This is an optimization exercise on Yosys and OpenROAD, whose aim is small area, not a production implementation.
The RTL was checked by simulation tests, not by an equivalence proof against the original design.

==> try-zinc: inputs <==
==> flow/design.v <==
module finalproject(clk, rst, rows, LEDs, columns, signalout, ss1, ss2, ss3, ss4, ss5, ss6);
input clk;
input rst;
input [3:0] rows;
output [9:0] LEDs;
output [3:0] columns;
output signalout;
output [6:0] ss1, ss2, ss3, ss4, ss5, ss6;
wire [3:0] tone;
keypadwithtones kwt(.clk(clk), .rst(rst), .rows(rows), .LEDs(LEDs), .columns(columns), .tone(tone));
toneprocessor tp(.clk(clk), .rst(rst), .tone(tone), .signalout(signalout));
rotatingdisplay rd(.clk(clk), .rst(rst), .ss1(ss1), .ss2(ss2), .ss3(ss3), .ss4(ss4), .ss5(ss5), .ss6(ss6));
endmodule
module keypadwithtones(clk, rst, rows, LEDs, columns, tone);
input clk;
input rst;
input [3:0] rows;
output reg [9:0] LEDs;
output [3:0] columns;
output reg [3:0] tone;    
localparam SA = 3'd0, WB = 3'd1, SB = 3'd2, CK2 = 3'd3, WC = 3'd4, SC = 3'd5, CK4 = 3'd6;
reg [2:0] st;
reg [12:0] c;
reg [15:0] button;
reg m;
wire sa = (st == SA), wb = (st == WB), sb = (st == SB), ck2 = (st == CK2);
wire wc = (st == WC), sc = (st == SC), ck4 = (st == CK4);
wire scan = sa | sb | sc;
assign columns[0] = scan & c[0];
assign columns[1] = ~(scan & c[0] & ~c[1]);
assign columns[2] = ~(scan & c[1] & ~c[2]);
assign columns[3] = ~(scan & c[2]);
wire scan_end = scan & c[2];
wire wb_end = wb & c[0] & ~c[1] & c[6] & ~c[8] & c[9] & ~c[11] & ~c[12];
wire wc_end = wc & ~c[0] & c[1] & c[2] & c[3] & c[4] & ~c[5] & c[6] & ~c[7] & ~c[8] & ~c[9] & ~c[11];
wire [12:0] c_step = {c[11:0], ~(c[12] ^ c[11] ^ c[9] ^ c[8])};
wire c_clr = rst | scan_end | wb_end | wc_end | ck2 | ck4;
wire [3:0] val = ~rows;
wire eq = (val == button[11:8]);
wire [15:0] b = {button[11:0], button[15:12]};
wire [3:0] k1, k0;
assign k1[0] = b[0] | b[2] | b[5] | b[8] | b[10] | b[11] | b[13] | b[15];
assign k0[0] = b[1] | b[3] | b[4] | b[6] | b[7] | b[9] | b[12] | b[14];
assign k1[1] = b[2] | b[3] | b[4] | b[8] | b[9] | b[11] | b[12] | b[13];
assign k0[1] = b[0] | b[1] | b[5] | b[6] | b[7] | b[10] | b[14] | b[15];
assign k1[2] = b[1] | b[2] | b[3] | b[5] | b[9] | b[11] | b[14] | b[15];
assign k0[2] = b[0] | b[4] | b[6] | b[7] | b[8] | b[10] | b[12] | b[13];
assign k1[3] = b[3] | b[6] | b[10] | b[11] | b[12] | b[13] | b[14] | b[15];
assign k0[3] = b[0] | b[1] | b[2] | b[4] | b[5] | b[7] | b[8] | b[9];
wire nz = k1[0] | k0[0];
wire multi = |(k1 & k0);
wire take = ck2 & ~m & ~multi;
wire [3:0] addk = take ? k1 : 4'd0;
always @(posedge clk) begin
  if (rst) begin
    LEDs <= 10'd0;
    tone <= 4'd0;
  end else begin
    LEDs <= LEDs + addk;
    if (take & nz) tone <= k1;
    else if (ck4 & ~nz) tone <= 4'd0;
  end
end
always @(posedge clk) begin
  if (rst) st <= SA;
  else case (st)
    SA:  if (scan_end) st <= WB;
    WB:  if (wb_end) st <= SB;
    SB:  if (scan_end) st <= CK2;
    CK2: st <= (nz & ~m) ? WC : SA;
    WC:  if (wc_end) st <= SC;
    SC:  if (scan_end) st <= CK4;
    CK4: st <= nz ? WC : SA;
    default: ;
  endcase
end
always @(posedge clk) begin
  c <= c_clr ? 13'd0 : c_step;
  button <= {button[11:0], (sa | sc) ? val : button[15:12]};
  m <= (m & ~sa) | (sb & ~eq);
end
endmodule
module toneprocessor(clk, rst, tone, signalout);
input clk;
input rst;
input [3:0] tone;
output reg signalout;
reg [16:0] mc;
reg [1:0] region;
localparam [16*17-1:0] LTAB = {17'd11943, 17'd12650, 17'd14203, 17'd15942, 17'd17895, 17'd18959, 17'd21281, 17'd23888, 17'd25389, 17'd28408, 17'd31887, 17'd35802, 17'd37920, 17'd42564, 17'd47754, 17'd1135};
localparam [16*17-1:0] HTAB = {17'd23888, 17'd25302, 17'd28408, 17'd31886, 17'd35792, 17'd37920, 17'd42563, 17'd47777, 17'd50618, 17'd56817, 17'd63775, 17'd71605, 17'd75841, 17'd85130, 17'd95509, 17'd2271};
wire [16:0] lm1 = LTAB[tone*17 +: 17];
wire [16:0] hm1 = HTAB[tone*17 +: 17];
function lt17;
  input [16:0] x, y;
  integer i;
  reg cy;
  begin
    cy = 1'b0;
    for (i = 0; i < 17; i = i + 1)
      cy = (~x[i] & y[i]) | (~x[i] & cy) | (y[i] & cy);
    lt17 = cy;
  end
endfunction
wire a = lt17(mc, lm1);    
wire b = lt17(mc, hm1);    
always @(posedge clk) begin
  if (rst) begin
    signalout <= 1'b0;
    mc <= 17'd0;
    region <= 2'd0;
  end else begin
    case (region)
    2'd0: begin
      mc <= mc + 1'b1;
      if (a) signalout <= 1'b0; else region <= 2'd1;
    end
    2'd1: begin
      mc <= mc + 1'b1;
      if (!a && b) signalout <= 1'b1; else region <= 2'd2;
    end
    2'd2: begin
      if (!b) begin signalout <= 1'b0; mc <= 17'd0; end
      else begin region <= 2'd0; mc <= mc + 1'b1; end
    end
    default: ;
    endcase
  end
end
endmodule
module rotatingdisplay(clk, rst, ss1, ss2, ss3, ss4, ss5, ss6);
input clk;
input rst;
output [6:0] ss1, ss2, ss3, ss4, ss5, ss6;
reg [15:0] counter;
reg [3:0] idx;    
reg full;         
wire step = counter[0] & counter[1] & counter[2] & ~counter[3] & ~counter[4] & ~counter[5] & ~counter[6] & counter[7]
          & ~counter[8] & ~counter[9] & ~counter[11] & counter[12] & ~counter[14] & counter[15];
always @(posedge clk) begin
  counter <= (rst | step) ? 16'd0 : {counter[14:0], ~(counter[15] ^ counter[14] ^ counter[12] ^ counter[3])};
  if (rst) begin
    idx <= 4'd0;
    full <= 1'b0;
  end else if (step) begin
    idx <= idx + 1'b1;
    if (idx == 4'd5) full <= 1'b1;
  end
end
function [6:0] text;
  input [3:0] p;
  case (p)
  4'd0:  text = 7'b0010000;  
  4'd1:  text = 7'b0000110;  
  4'd2:  text = 7'b1001110;  
  4'd3:  text = 7'b1001110;  
  4'd4:  text = 7'b1111001;  
  4'd5:  text = 7'b0001110;  
  4'd6:  text = 7'b1000000;  
  4'd7:  text = 7'b0001001;  
  4'd8:  text = 7'b0001110;  
  4'd9:  text = 7'b0001000;  
  4'd10: text = 7'b1000111;  
  4'd11: text = 7'b1000111;  
  4'd12: text = 7'b0100100;  
  4'd13: text = 7'b1000000;  
  4'd14: text = 7'b0100100;  
  default: text = 7'b1000000;  
  endcase
endfunction
assign ss1 = (!full && idx < 4'd1) ? 7'h7F : text(idx - 4'd1);
assign ss2 = (!full && idx < 4'd2) ? 7'h7F : text(idx - 4'd2);
assign ss3 = (!full && idx < 4'd3) ? 7'h7F : text(idx - 4'd3);
assign ss4 = (!full && idx < 4'd4) ? 7'h7F : text(idx - 4'd4);
assign ss5 = (!full && idx < 4'd5) ? 7'h7F : text(idx - 4'd5);
assign ss6 = (!full && idx < 4'd6) ? 7'h7F : text(idx - 4'd6);
endmodule
==> flow/flow/run.sh <==
#!/bin/bash
# Layout flow: the standard synthesis, then the combinational logic between
# the flip-flops is re-mapped for area with ABC (flip-flops untouched), then
# the standard layout from floorplan to finish on the re-mapped netlist.
set -euo pipefail
HERE=$(pwd)
FLOWDIR=$HERE/flow
PLAT=${FLOW_PLATFORM:-sky130hd}
LIB=$FLOW_HOME/platforms/$PLAT/lib/sky130_fd_sc_hd__tt_025C_1v80.lib
RES=$HERE/orfs/results/$PLAT/finalproject/base
YOSYS=$(command -v yosys || echo "$FLOW_HOME/../tools/install/yosys/bin/yosys")

# Port buffers: the smallest buffer cell.
export BUFFER_PORTS_ARGS="-buffer_cell sky130_fd_sc_hd__buf_1"

export CTS_ARGS="-sink_clustering_enable -repair_clock_nets -dont_use_dummy_load -sink_clustering_size 25 -buf_list sky130_fd_sc_hd__clkbuf_8"

# 1. standard synthesis
bash standard.sh synth > "$HERE/log_1_synth.txt" 2>&1

# 2. re-map the logic
cp "$RES/1_2_yosys.v" "$HERE/std_1_2_yosys.v"
python3 "$FLOWDIR/mkcells.py" "$LIB" "$HERE/cells_comb.v" > "$HERE/log_2_mkcells.txt" 2>&1
DONTUSE=""
for c in $(grep -o 'cell *( *"\?sky130_fd_sc_hd__\(lpflow_[a-z0-9_]*\|probec\?_p_8\)' "$LIB" | sed 's/.*sky130/sky130/' | sort -u); do
  DONTUSE="$DONTUSE -dont_use $c"
done
sed -e "s#LIBFILE#$LIB#g" -e "s#CELLFILE#$HERE/cells_comb.v#" -e "s#INFILE#$HERE/std_1_2_yosys.v#" \
    -e "s#TOPNAME#$FLOW_TOP#" -e "s#DONTUSE#$DONTUSE#" -e "s#ABCSCRIPT#$FLOWDIR/area.abc#" \
    -e "s#STATFILE#$HERE/resyn_stat.txt#" -e "s#OUTFILE#$HERE/resyn.v#" "$FLOWDIR/resyn.ys" > "$HERE/resyn_run.ys"
"$YOSYS" -l "$HERE/log_2_resyn.txt" -q "$HERE/resyn_run.ys" > /dev/null 2>&1
cp "$HERE/resyn.v" "$RES/1_2_yosys.v"
touch "$RES/1_2_yosys.v"

# 3. standard layout on the re-mapped netlist (1_synth.odb is rebuilt from it)
bash standard.sh > "$HERE/log_3_layout.txt" 2>&1
==> flow/flow/area.abc <==
strash
&get -n
&deepsyn -T 20
&put
dch -f
map -a
==> flow/flow/mkcells.py <==
import re
import sys
t=open(sys.argv[1]).read()
out=[]
for m in re.finditer(r'\n\s*cell\s*\(\s*"?(\w+)"?\s*\)\s*\{', t):
    name=m.group(1)
    start=m.end(); depth=1; i=start
    while depth:
        if t[i]=='{': depth+=1
        elif t[i]=='}': depth-=1
        i+=1
    body=t[start:i]
    if re.search(r'\b(ff|latch|statetable)\s*\(', body): continue
    pins=[]; funcs={}
    for pm in re.finditer(r'\n\s*pin\s*\(\s*"?(\w+)"?\s*\)\s*\{', body):
        pn=pm.group(1); s=pm.end(); d=1; j=s
        while d:
            if body[j]=='{': d+=1
            elif body[j]=='}': d-=1
            j+=1
        pb=body[s:j]
        dirm=re.search(r'direction\s*:\s*"?(\w+)"?',pb)
        # only top-level attributes: strip nested groups
        top=re.sub(r'\{[^{}]*\}','',pb)
        while re.search(r'\{[^{}]*\}',top): top=re.sub(r'\{[^{}]*\}','',top)
        fm=re.search(r'\bfunction\s*:\s*"([^"]*)"',top)
        pins.append((pn,dirm.group(1) if dirm else None))
        if fm: funcs[pn]=fm.group(1)
    outs=[p for p,d in pins if d=='output']
    if not outs or any(o not in funcs for o in outs): continue
    ins=[p for p,d in pins if d=='input']
    v=f"module {name}({', '.join(ins+outs)});\n"
    for p in ins: v+=f"  input {p};\n"
    for p in outs:
        f=funcs[p].replace('!','~')
        f=re.sub(r'\)\s*\(', ')&(', f)
        f=re.sub(r'(\w)\s+(\w)', r'\1&\2', f)
        f=re.sub(r'(\w)\s+(\w)', r'\1&\2', f)
        v+=f"  output {p};\n  assign {p} = {f};\n"
    v+="endmodule\n"
    out.append(v)
open(sys.argv[2],'w').write("".join(out))
==> flow/flow/resyn.ys <==
# Re-map the combinational logic of the standard synthesis netlist for area.
# The flip-flops stay exactly as standard synthesis made them (same instances,
# names and cell types); only the logic between them is re-synthesized.
read_liberty -lib LIBFILE
read_verilog -overwrite CELLFILE
read_verilog INFILE
hierarchy -top TOPNAME
flatten
rename -hide w:_*_.*
techmap
opt -purge
abc -liberty LIBFILE DONTUSE -script ABCSCRIPT
opt_clean -purge
hilomap -singleton -hicell sky130_fd_sc_hd__conb_1 HI -locell sky130_fd_sc_hd__conb_1 LO
insbuf -buf sky130_fd_sc_hd__buf_4 A X
splitnets
opt_clean -purge
check
tee -o STATFILE stat -liberty LIBFILE
write_verilog -noattr -noexpr -nohex -nodec OUTFILE
==> flow/standard.sh <==
#!/bin/bash
# synth_recipe.tcl (not shown) runs the flow's synth.tcl, then flattens the netlist and writes it again
# the make line also repeats each setting of config.mk as NAME=value (left out here)
make -C /OpenROAD-flow-scripts/flow DESIGN_CONFIG=/design/flow/config.mk WORK_HOME=/design/flow/orfs CLKGATE_MAP_FILE= SYNTH_SCRIPT=/design/flow/synth_recipe.tcl "${@:-finish}"
==> flow/config.mk <==
export PLATFORM = sky130hd
export DESIGN_NAME = finalproject
export DESIGN_NICKNAME = finalproject
export VERILOG_FILES = /design/flow/design.v
export SDC_FILE = /design/flow/constraint.sdc
export NUM_CORES = 4
export LEC_CHECK = 0
export CAP_MARGIN = 20
export CORE_MARGIN = 2
export CORE_UTILIZATION = 40
export SLEW_MARGIN = 20
==> flow/constraint.sdc <==
create_clock -name core_clock -period 10.0 [get_ports {clk}]
set_input_delay 2.0000 -clock core_clock [delete_from_list [all_inputs] [get_ports {clk}]]
set_output_delay 2.0000 -clock core_clock [all_outputs]
set_load 0.01 [all_outputs]
==> try-nickel (differences from try-zinc) <==
--- a/flow/flow/run.sh
+++ b/flow/flow/run.sh
@@ -14,4 +14,2 @@
 export BUFFER_PORTS_ARGS="-buffer_cell sky130_fd_sc_hd__buf_1"
-
-export CTS_ARGS="-sink_clustering_enable -repair_clock_nets -dont_use_dummy_load -sink_clustering_size 25 -buf_list sky130_fd_sc_hd__clkbuf_8"
 
==> try-onyx (differences from try-zinc) <==
--- a/flow/design.v
+++ b/flow/design.v
@@ -89,8 +89,11 @@
 reg [1:0] region;
-localparam [16*17-1:0] LTAB = {17'd11943, 17'd12650, 17'd14203, 17'd15942, 17'd17895, 17'd18959, 17'd21281, 17'd23888, 17'd25389, 17'd28408, 17'd31887, 17'd35802, 17'd37920, 17'd42564, 17'd47754, 17'd1135};
-localparam [16*17-1:0] HTAB = {17'd23888, 17'd25302, 17'd28408, 17'd31886, 17'd35792, 17'd37920, 17'd42563, 17'd47777, 17'd50618, 17'd56817, 17'd63775, 17'd71605, 17'd75841, 17'd85130, 17'd95509, 17'd2271};
-wire [16:0] lm1 = LTAB[tone*17 +: 17];
-wire [16:0] hm1 = HTAB[tone*17 +: 17];
-function lt17;
-  input [16:0] x, y;
+localparam [255:0] LM1 = {16'd11943, 16'd12650, 16'd14203, 16'd15942, 16'd17895, 16'd18959, 16'd21281, 16'd23888, 16'd25389, 16'd28408, 16'd31887, 16'd35802, 16'd37920, 16'd42564, 16'd47754, 16'd1135};
+localparam [255:0] HB = {16'd11943, 16'd12650, 16'd14203, 16'd15942, 16'd17895, 16'd18959, 16'd21281, 16'd23888, 16'd25308, 16'd28408, 16'd31887, 16'd35802, 16'd37920, 16'd42564, 16'd47754, 16'd1135};
+localparam [15:0] DT = 16'hfc84;
+wire [15:0] lm1 = LM1[tone*16 +: 16];
+wire [15:0] hb = HB[tone*16 +: 16];
+wire d = DT[tone];
+function ltc;
+  input [15:0] x, y;
+  input cin;
   integer i;
@@ -98,10 +101,10 @@
   begin
-    cy = 1'b0;
-    for (i = 0; i < 17; i = i + 1)
+    cy = cin;
+    for (i = 0; i < 16; i = i + 1)
       cy = (~x[i] & y[i]) | (~x[i] & cy) | (y[i] & cy);
-    lt17 = cy;
+    ltc = cy;
   end
 endfunction
-wire a = lt17(mc, lm1);    
-wire b = lt17(mc, hm1);    
+wire a = ~mc[16] & ltc(mc[15:0], lm1, 1'b0);    
+wire b = ltc(mc[16:1], hb, d | ~mc[0]);         
 always @(posedge clk) begin
==> flow/flow/run.sh (replaced) <==
#!/bin/bash
# Layout flow: the standard synthesis, then the combinational logic between
# the flip-flops is re-mapped for area with ABC (flip-flops untouched: same
# instances, names and cell types), then the standard layout from
# floorplan to finish on the re-mapped netlist.
set -euo pipefail
HERE=$(pwd)
FLOWDIR=$HERE/flow
PLAT=${FLOW_PLATFORM:-sky130hd}
LIB=$FLOW_HOME/platforms/$PLAT/lib/sky130_fd_sc_hd__tt_025C_1v80.lib
RES=$HERE/orfs/results/$PLAT/finalproject/base
YOSYS=$(command -v yosys || echo "$FLOW_HOME/../tools/install/yosys/bin/yosys")

# Port buffers: the smallest buffer cell.
export BUFFER_PORTS_ARGS="-buffer_cell sky130_fd_sc_hd__buf_1"
# Clock tree without dummy load cells.
export CTS_ARGS="-sink_clustering_enable -repair_clock_nets -dont_use_dummy_load"

# 1. standard synthesis
bash standard.sh synth > "$HERE/log_1_synth.txt" 2>&1

# 2. re-map the logic: several ABC runs (random seeds of &deepsyn), keep the smallest
cp "$RES/1_2_yosys.v" "$HERE/std_1_2_yosys.v"
python3 "$FLOWDIR/mkcells.py" "$LIB" "$HERE/cells_comb.v" > "$HERE/log_2_mkcells.txt" 2>&1
DONTUSE=""
for c in $(grep -o 'cell *( *"\?sky130_fd_sc_hd__\(lpflow_[a-z0-9_]*\|probec\?_p_8\)' "$LIB" | sed 's/.*sky130/sky130/' | sort -u); do
  DONTUSE="$DONTUSE -dont_use $c"
done
run_one() {
  local s=$1 d=$HERE/resyn_$1
  mkdir -p "$d"
  sed -e "s/SEED/$s/" "$FLOWDIR/area.abc" > "$d/area.abc"
  sed -e "s#LIBFILE#$LIB#g" -e "s#CELLFILE#$HERE/cells_comb.v#" -e "s#INFILE#$HERE/std_1_2_yosys.v#" \
      -e "s#TOPNAME#$FLOW_TOP#" -e "s#DONTUSE#$DONTUSE#" -e "s#ABCSCRIPT#$d/area.abc#" \
      -e "s#STATFILE#$d/stat.txt#" -e "s#OUTFILE#$d/resyn.v#" "$FLOWDIR/resyn.ys" > "$d/resyn.ys"
  "$YOSYS" -l "$d/log.txt" -q "$d/resyn.ys" > /dev/null 2>&1 || true
}
SEEDS="0 1 2 3 4 5 6 7"
for s in $SEEDS; do
  run_one $s &
  while [ "$(jobs -r | wc -l)" -ge "${NUM_CORES:-4}" ]; do sleep 1; done
done
wait
BEST=""; BESTA=""
for s in $SEEDS; do
  f=$HERE/resyn_$s/stat.txt
  [ -f "$f" ] && [ -f "$HERE/resyn_$s/resyn.v" ] || continue
  a=$(grep "Chip area for module" "$f" | awk '{print $NF}')
  echo "seed $s area $a" >> "$HERE/log_2_resyn_summary.txt"
  if [ -z "$BEST" ] || awk "BEGIN{exit !($a < $BESTA)}"; then BEST=$s; BESTA=$a; fi
done
echo "chosen seed $BEST area $BESTA" >> "$HERE/log_2_resyn_summary.txt"
if [ -n "$BEST" ]; then
  cp "$HERE/resyn_$BEST/resyn.v" "$RES/1_2_yosys.v"
  touch "$RES/1_2_yosys.v"
fi

# 3. standard layout on the re-mapped netlist (1_synth.odb is rebuilt from it)
bash standard.sh > "$HERE/log_3_layout.txt" 2>&1
==> flow/flow/area.abc (replaced) <==
strash
&get -n
&deepsyn -T 20 -S SEED
&put
dch -f
amap
==> impl_metrics.toml <==
[sta]
clock.fmax_mhz = 194
period_minus_slack_ns = 5.15

[run_status]
status = "no timing/DRC/antenna violations"

[pwr]
clockPowerShare = 0.308
p_seq_mw = 0.371

[drt]
drtIter0Drc = 224

[hold_path]
holdPathEnd = "kwt.button[8]"

[finish]
syn_to_final_growth_pct = 12.5
mostFrequentLayoutCells = "nor2_1, dfxtp_1, clkinv_1, buf_1, nand2_1"
drive_above_1_share = 0.0149
That was try-onyx.
==> impl_metrics.toml <==
[floorplan]
fp.dieH_um = 109

[clock_tree]
insertion_delay_ns = 0.38

[finish]
drive_above_1_share = 0.0174
syn_to_final_growth_pct = 12.4
mostFrequentLayoutCells = "nor2_1, clkinv_1, nand2_1, dfxtp_1, buf_1"

[sta]
period_minus_slack_ns = 4.70
clock.fmax_mhz = 213

[drt]
drtIter0Drc = 348

[run_status]
status = "no timing/DRC/antenna violations"

[pwr]
p_seq_mw = 0.369
That was try-zinc.
==> impl_metrics.toml <==
[run_status]
status = "no timing/DRC/antenna violations"

[finish]
drive_above_1_share = 0.0266
syn_to_final_growth_pct = 13.9
mostFrequentLayoutCells = "nor2_1, clkinv_1, nand2_1, dfxtp_1, buf_1"

[sta]
period_minus_slack_ns = 4.74
clock.fmax_mhz = 211

[drt]
drtIter0Drc = 357
That was try-nickel.

==> re-timing with driven ports <==
The flow's constraints put no driver on any port. The routed layouts listed below were extracted and timed again, unchanged, in two steps. Step 1 assumes that a clkbuf_16 drives the clock port and a buf_2 every other input. Step 2 adds t to the input delays and takes it off the output delays; t is the mean of the earliest and latest rising clock arrival at the registers after step 1. Input paths then give back, and output paths get back, about the clock's delay inside the block. Slacks: ideal ports / drivers / drivers and shift; pairs: ideal ports / drivers.
run | shift t [ns] | slack for setup (ns) | latest minus earliest clock arrival (ns) | cell pins on the clock port's net
try-zinc | 0.396 | 5.298 / 5.265 / 5.661 | 0.036 / 0.036 | 1
try-nickel | 0.408 | 5.263 / 5.230 / 5.638 | 0.014 / 0.014 | 1
try-onyx | 0.377 | 4.850 / 4.817 / 5.193 | 0.025 / 0.025 | 1
After both steps setup and hold are still met in every run listed.
